This is an optimization exercise on Yosys and OpenROAD, whose aim is small area, a short achievable clock period and few clock cycles, not a production implementation. No functional check of the RTL was part of this run. Power is estimated from default activity; no workload was simulated.

### design/flow/config.mk
export PLATFORM = sky130hd
export DESIGN_NAME = rv32im_core
export DESIGN_NICKNAME = rv32im_core
export VERILOG_FILES = /design/flow/design.v
export SDC_FILE = /design/flow/constraint.sdc
export NUM_CORES = 8
export LEC_CHECK = 0
export CAP_MARGIN = 20
export CORE_MARGIN = 2
export CORE_UTILIZATION = 40
export SLEW_MARGIN = 20
### design/flow/constraint.sdc
create_clock -name core_clock -period 20.0 [get_ports {clk}]
set_input_delay 4.0000 -clock core_clock [delete_from_list [all_inputs] [get_ports {clk}]]
set_output_delay 4.0000 -clock core_clock [all_outputs]
set_load 0.01 [all_outputs]
### design/flow/design.v
module regfile (
    input  logic        clk,
    input  logic        rst,
    input  logic        we,       
    input  logic [4:0]  wa,
    input  logic [31:0] wd,
    input  logic [4:0]  ra1,
    input  logic [4:0]  ra2,
    output logic [31:0] rd1,
    output logic [31:0] rd2,
    output logic [31:0] x10
);
    logic [31:0] r [0:31];
    logic [31:0] v;
    assign r[0] = 32'b0;
    for (genvar g = 1; g < 32; g++) begin : entry
        always_ff @(posedge clk) begin
            if (we && wa == g) r[g] <= wd;
        end
        always_ff @(posedge clk) begin
            if (rst) v[g] <= 1'b0;
            else if (we && wa == g) v[g] <= 1'b1;
        end
    end
    assign v[0] = 1'b0;
    assign rd1 = (we && wa == ra1) ? wd : (v[ra1] ? r[ra1] : 32'b0);
    assign rd2 = (we && wa == ra2) ? wd : (v[ra2] ? r[ra2] : 32'b0);
    assign x10 = v[10] ? r[10] : 32'b0;
endmodule
module muldiv (
    input  logic        clk,
    input  logic        rst,
    input  logic        start,
    input  logic [2:0]  f3,
    input  logic [31:0] a,
    input  logic [31:0] b,
    input  logic [4:0]  rd,
    input  logic        ack,      
    output logic        busy,
    output logic        done,
    output logic [4:0]  prd,
    output logic [31:0] result
);
    localparam logic [1:0] IDLE = 2'd0, NORM = 2'd1, RUN = 2'd2, DONE = 2'd3;
    logic [1:0]  state;
    logic [31:0] r1, r2, r3;    
    logic [4:0]  cnt;
    logic        is_div, sel_hi, neg;
    assign busy = (state != IDLE);
    assign done = (state == DONE);
    logic sa, sb;
    assign sa = a[31] & ((f3 == 3'd1) | (f3 == 3'd2) | (f3 == 3'd4) | (f3 == 3'd6));
    assign sb = b[31] & ((f3 == 3'd1) | (f3 == 3'd4) | (f3 == 3'd6));
    logic [31:0] ma, mb;
    assign ma = sa ? -a : a;
    assign mb = sb ? -b : b;
    function automatic logic [5:0] clz32(input logic [31:0] x);
        clz32 = 6'd32;
        for (int i = 0; i < 32; i++) if (x[i]) clz32 = 6'd31 - i[5:0];
    endfunction
    logic [5:0] z1, z3;
    logic [5:0] kdiff;
    assign z1 = clz32(r1);
    assign z3 = clz32(r3);
    assign kdiff = z3 - z1;
    logic [39:0] msum;
    assign msum = {8'b0, r1} + r3 * r2[7:0];
    logic [32:0] dsub;
    assign dsub = {1'b0, r1} - {1'b0, r3};
    logic [31:0] x;
    logic        cin;
    assign x = sel_hi ? r1 : r2;
    assign cin = (sel_hi & ~is_div) ? (r2 == 32'b0) : 1'b1;
    assign result = neg ? (~x + {31'b0, cin}) : x;
    always_ff @(posedge clk) begin
        if (rst) begin
            state <= IDLE;
        end else begin
            case (state)
                IDLE: if (start) begin
                    prd    <= rd;
                    is_div <= f3[2];
                    if (f3[2]) begin
                        r1     <= ma;
                        r2     <= 32'b0;
                        r3     <= mb;
                        sel_hi <= f3[1];
                        neg    <= f3[1] ? sa : (sa ^ sb);
                        state  <= NORM;
                    end else begin
                        r1     <= 32'b0;
                        r2     <= mb;
                        r3     <= ma;
                        sel_hi <= (f3[1:0] != 2'd0);
                        neg    <= sa ^ sb;
                        cnt    <= 5'd3;
                        state  <= RUN;
                    end
                end
                NORM: begin
                    if (r3 == 32'b0) begin
                        r2    <= 32'hFFFF_FFFF;
                        neg   <= neg & sel_hi;
                        state <= DONE;
                    end else if (z3 < z1) begin
                        state <= DONE;
                    end else begin
                        r3    <= r3 << kdiff[4:0];
                        cnt   <= kdiff[4:0];
                        state <= RUN;
                    end
                end
                RUN: begin
                    if (is_div) begin
                        if (!dsub[32]) r1 <= dsub[31:0];
                        r2 <= {r2[30:0], ~dsub[32]};
                        r3 <= {1'b0, r3[31:1]};
                    end else begin
                        r1 <= msum[39:8];
                        r2 <= {msum[7:0], r2[31:8]};
                    end
                    cnt <= cnt - 5'd1;
                    if (cnt == 5'd0) state <= DONE;
                end
                DONE: if (ack) state <= IDLE;
            endcase
        end
    end
endmodule
module rv32im_core #(
    parameter DATA_WIDTH = 32
) (
    input   logic clk,
    input   logic rst,
    output  logic [DATA_WIDTH-1:0] imem_addr,
    input   logic [DATA_WIDTH-1:0] imem_rdata,
    output  logic [DATA_WIDTH-1:0] dmem_addr,
    output  logic                  dmem_we,
    output  logic [1:0]            dmem_size,
    output  logic [DATA_WIDTH-1:0] dmem_wdata,
    input   logic [DATA_WIDTH-1:0] dmem_rdata,
    output  logic [DATA_WIDTH-1:0] a0
);
    logic [9:0]  pc_f;
    logic [31:0] ins_d;
    logic [9:0]  pc_d;
    logic        v_d;
    logic        we_e, ld_e, st_e, br_e, jalr_e, md_e, pred_e;
    logic [31:0] rv1_e, rv2_e, imm_e;
    logic [10:0] alt_e;
    logic [2:0]  f3_e;
    logic [4:0]  rd_e;
    logic        useimm_e, sub_e, sadd_e, sslt_e, ssltu_e, sxor_e, sor_e, sand_e, ssh_e, slink_e;
    logic        shl_e, sha_e;
    logic        fm1_e, fw1_e, fm2_e, fw2_e;
    logic        we_m, ld_m, st_m;
    logic [31:0] res_m, sd_m;
    logic [4:0]  rd_m;
    logic [2:0]  f3_m;
    logic        we_w, ld_w;
    logic [31:0] res_w;
    logic [4:0]  rd_w;
    logic [2:0]  f3_w;
    logic [31:0] wd_w;
    logic        redir_e;
    logic [9:0]  tgt_e;
    logic        stall_d;
    logic        u_busy, u_done;
    logic [4:0]  u_rd;
    logic [31:0] u_res;
    assign imem_addr = {20'b0, pc_f, 2'b00};
    logic [4:0] op;
    logic [2:0] f3;
    logic is_lui, is_auipc, is_jal, is_jalr, is_br, is_ld, is_st, is_opi, is_op;
    assign op  = ins_d[6:2];
    assign f3  = ins_d[14:12];
    assign is_lui   = (op == 5'b01101);
    assign is_auipc = (op == 5'b00101);
    assign is_jal   = (op == 5'b11011);
    assign is_jalr  = (op == 5'b11001);
    assign is_br    = (op == 5'b11000);
    assign is_ld    = (op == 5'b00000);
    assign is_st    = (op == 5'b01000);
    assign is_opi   = (op == 5'b00100);
    assign is_op    = (op == 5'b01100);
    logic [4:0] rs1, rs2, rd;
    assign rs1 = (is_lui | is_auipc | is_jal) ? 5'd0 : ins_d[19:15];
    assign rs2 = ins_d[24:20];
    assign rd  = ins_d[11:7];
    logic rd_nz, use2, wr_d, ld_d, md_d;
    assign rd_nz = (rd != 5'd0);
    assign use2  = is_br | is_st | is_op;
    assign md_d  = is_op & ins_d[25] & rd_nz;
    assign ld_d  = is_ld & rd_nz;
    assign wr_d  = (is_lui | is_auipc | is_jal | is_jalr | is_ld | is_opi | (is_op & ~ins_d[25])) & rd_nz;
    logic [31:0] rv1, rv2;
    regfile rf (
        .clk(clk), .rst(rst),
        .we(we_w), .wa(rd_w), .wd(wd_w),
        .ra1(rs1), .ra2(rs2),
        .rd1(rv1), .rd2(rv2),
        .x10(a0)
    );
    logic [10:0] pc1_d;
    logic [9:0]  off_d, tgt_d;
    logic        pred_d;
    assign pc1_d  = {1'b0, pc_d} + 11'd1;
    assign off_d  = is_jal ? {ins_d[20], ins_d[30:22]} : {ins_d[7], ins_d[30:25], ins_d[11:9]};
    assign tgt_d  = pc_d + off_d;
    assign pred_d = is_jal | (is_br & ins_d[31]);
    logic hz_late, hz_waw, hz_unit, hz_busy;
    assign hz_late = (ld_e | md_e) & ((rs1 == rd_e) | (use2 & (rs2 == rd_e)));
    assign hz_waw  = md_e & (wr_d | md_d) & (rd == rd_e);
    logic u_wait;     
    assign u_wait  = u_busy & ~(u_done & ~we_m);
    assign hz_busy = u_wait & ((rs1 == u_rd) | (use2 & (rs2 == u_rd)) | ((wr_d | md_d) & (rd == u_rd)));
    assign hz_unit = md_d & (u_wait | md_e);
    assign stall_d = v_d & (hz_late | hz_waw | hz_busy | hz_unit);
    logic go_d;       
    assign go_d = v_d & ~stall_d & ~redir_e;
    logic [31:0] imm_d;
    always_comb begin
        if (is_st)         imm_d = {{20{ins_d[31]}}, ins_d[31:25], ins_d[11:7]};
        else if (is_lui)   imm_d = {ins_d[31:12], 12'b0};
        else if (is_auipc) imm_d = {ins_d[31:12], pc_d, 2'b00};
        else if (is_jal)   imm_d = {19'b0, pc1_d, 2'b00};
        else               imm_d = {{20{ins_d[31]}}, ins_d[31:20]};
    end
    logic alu_rr, alu_ri;
    assign alu_rr = is_op & ~ins_d[25];
    assign alu_ri = is_opi;
    always_ff @(posedge clk) begin
        if (rst) begin
            pc_f <= 10'd0;
        end else if (redir_e) begin
            pc_f <= tgt_e;
        end else if (!stall_d) begin
            pc_f <= (v_d & pred_d) ? tgt_d : pc_f + 10'd1;
        end
    end
    always_ff @(posedge clk) begin
        if (rst | redir_e) v_d <= 1'b0;
        else if (!stall_d) v_d <= ~(v_d & pred_d);
        if (!stall_d) begin
            ins_d <= imem_rdata;
            pc_d  <= pc_f;
        end
    end
    always_ff @(posedge clk) begin
        if (rst | ~go_d) begin
            we_e <= 1'b0; ld_e <= 1'b0; st_e <= 1'b0; br_e <= 1'b0; jalr_e <= 1'b0; md_e <= 1'b0;
        end else begin
            we_e   <= wr_d;
            ld_e   <= ld_d;
            st_e   <= is_st;
            br_e   <= is_br;
            jalr_e <= is_jalr;
            md_e   <= md_d;
        end
        pred_e   <= pred_d;
        rv1_e    <= rv1;
        rv2_e    <= rv2;
        imm_e    <= imm_d;
        alt_e    <= (is_jalr | pred_d) ? pc1_d : {1'b0, tgt_d};
        f3_e     <= f3;
        rd_e     <= rd;
        useimm_e <= ~(is_op | is_br);
        sub_e    <= is_br | ((alu_rr | alu_ri) & ((f3 == 3'd2) | (f3 == 3'd3))) | (alu_rr & (f3 == 3'd0) & ins_d[30]);
        sadd_e   <= ~(alu_rr | alu_ri | is_jalr) | ((alu_rr | alu_ri) & (f3 == 3'd0));
        sslt_e   <= (alu_rr | alu_ri) & (f3 == 3'd2);
        ssltu_e  <= (alu_rr | alu_ri) & (f3 == 3'd3);
        sxor_e   <= (alu_rr | alu_ri) & (f3 == 3'd4);
        sor_e    <= (alu_rr | alu_ri) & (f3 == 3'd6);
        sand_e   <= (alu_rr | alu_ri) & (f3 == 3'd7);
        ssh_e    <= (alu_rr | alu_ri) & ((f3 == 3'd1) | (f3 == 3'd5));
        slink_e  <= is_jalr;
        shl_e    <= ~f3[2];
        sha_e    <= ins_d[30];
        fm1_e    <= we_e & (rs1 == rd_e);
        fw1_e    <= (we_m & (rs1 == rd_m)) | (u_done & ~we_m & (rs1 == u_rd));
        fm2_e    <= we_e & (rs2 == rd_e);
        fw2_e    <= (we_m & (rs2 == rd_m)) | (u_done & ~we_m & (rs2 == u_rd));
    end
    logic [31:0] a, b2, b;
    assign a  = fm1_e ? res_m : (fw1_e ? wd_w : rv1_e);
    assign b2 = fm2_e ? res_m : (fw2_e ? wd_w : rv2_e);
    assign b  = useimm_e ? imm_e : b2;
    logic [32:0] sum;
    assign sum = {1'b0, a} + {1'b0, sub_e ? ~b : b} + {32'b0, sub_e};
    logic eq, lt, ltu;
    assign eq  = (a == b2);
    assign ltu = ~sum[32];
    assign lt  = (a[31] ^ b[31]) ? a[31] : sum[31];
    logic [31:0] sh_in, sh_out, sh_rev;
    logic [4:0]  shamt;
    assign shamt = b[4:0];
    always_comb begin
        for (int i = 0; i < 32; i++) sh_in[i] = shl_e ? a[31 - i] : a[i];
    end
    assign sh_out = 32'($signed({sha_e & ~shl_e & a[31], sh_in}) >>> shamt);
    always_comb begin
        for (int i = 0; i < 32; i++) sh_rev[i] = shl_e ? sh_out[31 - i] : sh_out[i];
    end
    logic [31:0] res_e;
    assign res_e = ({32{sadd_e}}  & sum[31:0])
                 | ({32{sslt_e}}  & {31'b0, lt})
                 | ({32{ssltu_e}} & {31'b0, ltu})
                 | ({32{sxor_e}}  & (a ^ b))
                 | ({32{sor_e}}   & (a | b))
                 | ({32{sand_e}}  & (a & b))
                 | ({32{ssh_e}}   & sh_rev)
                 | ({32{slink_e}} & {19'b0, alt_e, 2'b00});
    logic taken;
    assign taken   = (f3_e[2] ? (f3_e[1] ? ltu : lt) : eq) ^ f3_e[0];
    assign redir_e = (br_e & (taken ^ pred_e)) | jalr_e;
    assign tgt_e   = jalr_e ? sum[11:2] : alt_e[9:0];
    muldiv mdu (
        .clk(clk), .rst(rst),
        .start(md_e), .f3(f3_e), .a(a), .b(b2), .rd(rd_e),
        .ack(u_done & ~we_m),
        .busy(u_busy), .done(u_done), .prd(u_rd), .result(u_res)
    );
    always_ff @(posedge clk) begin
        if (rst) begin
            we_m <= 1'b0; ld_m <= 1'b0; st_m <= 1'b0;
        end else begin
            we_m <= we_e; ld_m <= ld_e; st_m <= st_e;
        end
        res_m <= res_e;
        sd_m  <= b2;
        rd_m  <= rd_e;
        f3_m  <= f3_e;
    end
    assign dmem_addr  = res_m;
    assign dmem_we    = st_m;
    assign dmem_size  = f3_m[1:0];
    assign dmem_wdata = sd_m;
    logic inj;
    assign inj = u_done & ~we_m;
    always_ff @(posedge clk) begin
        if (rst) begin
            we_w <= 1'b0;
        end else begin
            we_w <= we_m | inj;
        end
        ld_w  <= ld_m & ~inj;
        res_w <= inj ? u_res : (ld_m ? dmem_rdata : res_m);
        rd_w  <= inj ? u_rd : rd_m;
        f3_w  <= f3_m;
    end
    always_comb begin
        wd_w = res_w;
        if (ld_w) begin
            case (f3_w)
                3'd0: wd_w = {{24{res_w[7]}}, res_w[7:0]};
                3'd1: wd_w = {{16{res_w[15]}}, res_w[15:0]};
                3'd4: wd_w = {24'b0, res_w[7:0]};
                3'd5: wd_w = {16'b0, res_w[15:0]};
                default: wd_w = res_w;
            endcase
        end
    end
endmodule
### design/flow/run.sh
#!/bin/bash
# synth_recipe.tcl (not shown) runs the flow's synth.tcl, then flattens the netlist and writes it again
# the make line also repeats each setting of config.mk as NAME=value (left out here)
make -C /OpenROAD-flow-scripts/flow DESIGN_CONFIG=/design/flow/config.mk WORK_HOME=/design/flow/orfs CLKGATE_MAP_FILE= SYNTH_SCRIPT=/design/flow/synth_recipe.tcl finish
==> results.txt <==
-- critical path, cell delays in order, from the launching register on --
cell and delay, ns:
edfxtp_1 1.06, buf_4 0.43, nand2_1 0.12, fa_1 0.58, fa_1 0.45, fa_1 0.50, inv_1 0.05, fa_1 0.44
ha_1 0.36, a21o_1 0.19, a21o_1 0.18, a21oi_1 0.13, o31ai_1 0.08, buf_4 0.17, a2111oi_1 1.03, o41a_1 0.40
o31a_1 0.23, o2111ai_1 0.18, mux2i_1 0.18, nor2_1 0.05, a211o_1 0.29
-- cells by family after synthesis --
group / Yosys count / synth area share
buffers and inverters: 963 / 0.0462
other: 1 / 0.0000453
AND/OR/NAND/NOR: 1877 / 0.106
adder cells (fa/ha/maj): 430 / 0.0847
multiplexers: 294 / 0.0456
XOR/XNOR: 287 / 0.0304
flip-flops: 1440 / 0.487
AO/OA/AOI/OAI: 2265 / 0.200
-- sequential cells by signal (all words and copies together), names as in the netlist, 10 cells and up --
signal and cells:
mdu.r2 32, sd_m 32, mdu.r1 32, pc_f 10, rv1_e 32, imm_e 32, mdu.r3 32, ins_d 30
res_m 32, rf.r 992, res_w 32, rf.v 31, alt_e 11, rv2_e 32, pc_d 10
-- report_power, final --
part,switching (mW),internal (mW),total [mW]
combinational,3.79,2.15,5.94
sequential,0.289,3.64,3.93
clock,1.31,1.65,2.96
-- worst min-delay path by stage --
stage	to	slack, ns
6_report	f3_w[2]$_DFF_P_	0.33
2_1_floorplan	f3_w[2]$_DFF_P_	0.31
3_5_place_dp	f3_w[2]$_DFF_P_	0.31
5_1_grt	f3_w[2]$_DFF_P_	0.33
4_1_cts	f3_w[2]$_DFF_P_	0.33
3_3_place_gp	f3_w[2]$_DFF_P_	0.31
-- cell usage after synthesis, drive strengths merged, types with 47 or more instances --
master,number
xor2,96
a31oi,65
nor3,92
o21ai,362
a221oi,277
buf,102
a21oi,311
clkbuf,442
o22ai,85
nand4,151
ha,214
nand2b,47
xnor2,191
nand2,645
dfxtp,299
a222oi,83
nor2,477
inv,415
a22o,260
edfxtp,1141
o221ai,65
mux2i,204
fa,216
a21o,68
and2,155
mux4,58
a22oi,356
nand3,127
-- layout make-up --
| type | count | area, um^2 |
|---|---|---|
| Antenna cell | 23 | 57.6 |
| Clock buffer | 194 | 4220 |
| Clock inverter | 90 | 926 |
| Fill cell | 18800 | 111000 |
| Inverter | 419 | 1580 |
| Multi-Input combinational cell | 5175 | 39600 |
| Sequential cell | 1440 | 40300 |
| Tap cell | 2688 | 3360 |
| Timing Repair Buffer | 454 | 3890 |
-- routing by layer --
metal / wire (um) / GRT usage / vias up
met1: 138000 / 0.445 / 35800
met5: 307 / 0.00827 / -
met4: 36800 / 0.267 / 20
li1: - / - / 29100
met2: 169000 / 0.545 / 6776
met3: 58500 / 0.138 / 1886
-- stage by stage --
stage	area, um^2	power, mW
floorplan	82800	7.69
global placement	88500	9.69
detailed placement	88500	9.71
CTS	93700	12.7
global route	93800	13.5
finish	93800	12.8
==> summary.md <==
| Metric | Value |
|---|---|
| Most area-hungry cell type in the Yosys netlist | edfxtp_1 |
| Final Setup Violations | 0 |
| Top cells by area in the synthesized netlist | edfxtp_1, dfxtp_1, fa_1 |
| Dpl hpwl | about 260000 um |
| Worst ir drop on vdd | 0.000185 V |
| Commonest non-fill, non-tap cell in the layout | edfxtp_1 |
| Unique masters post-synth | 107 |
| Worst R2R Setup Slack | between 10 and 15 ns |
| Max Clock Freq | ~140 MHz |
| Starting Density | 0.403 |
| Number of enable-type register cells in the synthesized netlist | 1141 |
| Number of CTS-inserted buffers | 155 |
| Residual overflow from global routing | 0 |
| Final routed wirelength across all metal layers | 403000 um |
| Clock tree from TritonCTS | done |
| Die width | 459 um |
| Worst Path Max Fanout | 20 |
| Cell chosen for the clock root | clkbuf_16 |
| Clock transition at the register clock pins on the worst setup and hold paths after CTS | 0.07 ns |
| Seq/Total Area, Yosys | 0.487 |
| Iteration count of the initial detailed-routing pass | 13 |
| Classification of the worst-slack hold path | reg -> reg |
| Mapped Area | 82700 um^2 |
| Clock insertion delay at the later pin of the skew report | 0.85 ns |
| Slew @ Worst Pin | roughly 1.3 ns |
| # IOs | 197 |
| Final worst path period need | 7.37 ns |
| Synthesis Warnings | 5 |
| Share of flip-flops with an asynchronous set or reset after synthesis | 0 |
| CP Class | reg -> reg |
| Startpoint kind of the worst setup timing path | flip-flop |
| Nets | 8141 |
| Reg-to-reg critical path endpoint | mdu.r1[29]$_DFFE_PP_ |
| Post-synthesis sequential element count | 1440 |
| Die Y-Extent | approximately 460 um |
| Floorplan Core Area | 205000 um^2 |
| Ratio of cells with drive above 1 in the final layout | 0.102 |
| Worst max-slew margin expressed relative to the limit | 0.101 |
| Layout Utilization | 0.458 |
| Flip-flop cell with the highest count after synthesis | edfxtp_1 |
| Clock Sinks | 1440 |
| Number of hold violations in the final report | 0 |
| Cell leakage power | 34.0 nW |
| Antenna viol nets, final | 0 |
| Vias in the first global route | 69800 |
| Number of buffers on the longest clock path | 3 |
| Final worst-path cycle share | 0.368 |
| First-pass GRT wire length | 552000 um |
| Mean cell area of the mapped netlist | 10.9 um^2 |
| Kind of end point of the critical path | flip-flop |
| Pre-CTS setup slack | 12.71 ns |
| Standard-cell rows | 166 |
| Area delta synth->final | 13.5% |
| Commonest non-fill, non-tap cells in the layout | edfxtp_1, nand2_1, inv_1, nor2_1, a22oi_1 |
| Number of standard cells in the layout, taps in and fillers out | ~10000 |
| Setup repair after global routing missed its margin | no |
| Cell count after synthesis | between 7000 and 8000 |
| Max-cap check violation count | 0 |
| Worst-case setup margin in the final layout | between 10 and 15 ns |
| Largest clock skew in the final design | 0.0562 ns |
| Number of buffers added to fix hold violations after cts | 0 |
| Data arrival time at the worst-slack endpoint | 7.96 ns |
| Via density per instance | roughly 7 |
| Reg-to-reg critical path startpoint | mdu.r2[5]$_DFFE_PP_ |
| Count of buffers added by post-CTS timing repair for setup | 0 |
| Overall fraction of global-route tracks in use | 0.371 |
| Depth of the worst register-to-register path | 20 |
| Number of remaining DRC errors | 0 |
| Hold path start | f3_m[2]$_DFF_P_ |
| Pwr per Cell Area | 137 nW/um^2 |
| Worst Path Required | 20.59 ns |
| Capturing element of the worst setup path | mdu.r1[29]$_DFFE_PP_ |
| H-Tree Depth | 4 |
| Count of cells resized by post-cts repair | 0 |
| Fin Hold WS | 0.327 ns |
| Pin count of the biggest net entering global routing | 71 |
| Hold-critical path depth | 0 |
| Total number of vias | ~74000 |
| Outcome | no timing/DRC/antenna violations |
| Sum of negative setup slack | 0 ns |
| WL per Instance | a little under 40 um |
| Number of antenna violations at the first check in global routing | 25 |
| IO Port Bufs | 172 |
| Total die area | 210000 um^2 |
| Routability congestion estimate | 1.00 |
| Area share of the largest cell type after synthesis | 0.414 |
| Post-placement cell count | 10200 |
| Initial detailed-routing violation count | 14200 |
| Critical path launch point | mdu.r2[5]$_DFFE_PP_ |
| Number of pins exceeding their max-slew limit in the final report | 0 |

[what the ideal ports hide]
In the flow no input, the clock included, has a driving cell. The finished layout below was timed again as built, in two steps. Step 1 sets driving cells, clkbuf_16 on the clock port and buf_2 on the other inputs (assumed; they add their load-dependent delay and slew). Step 2 moves the port delays by t, midway between the first and last clock arrival at a register: inputs arrive t later, outputs are due t later. That takes back most of the time a late clock gives input paths. Three values: no drivers, after step 1, after step 2; two values: the first two.
shift t [ns]: 0.914
setup slack, ns: 12.632 / 12.632 / 12.632
worst slew at a driven data input, ns: 0.10
cell pins on the clock port's net: 1
After both steps this run still meets setup and hold. The setup slack of this run moves by 0.000 ns with the drivers and by 0.000 ns with both steps.
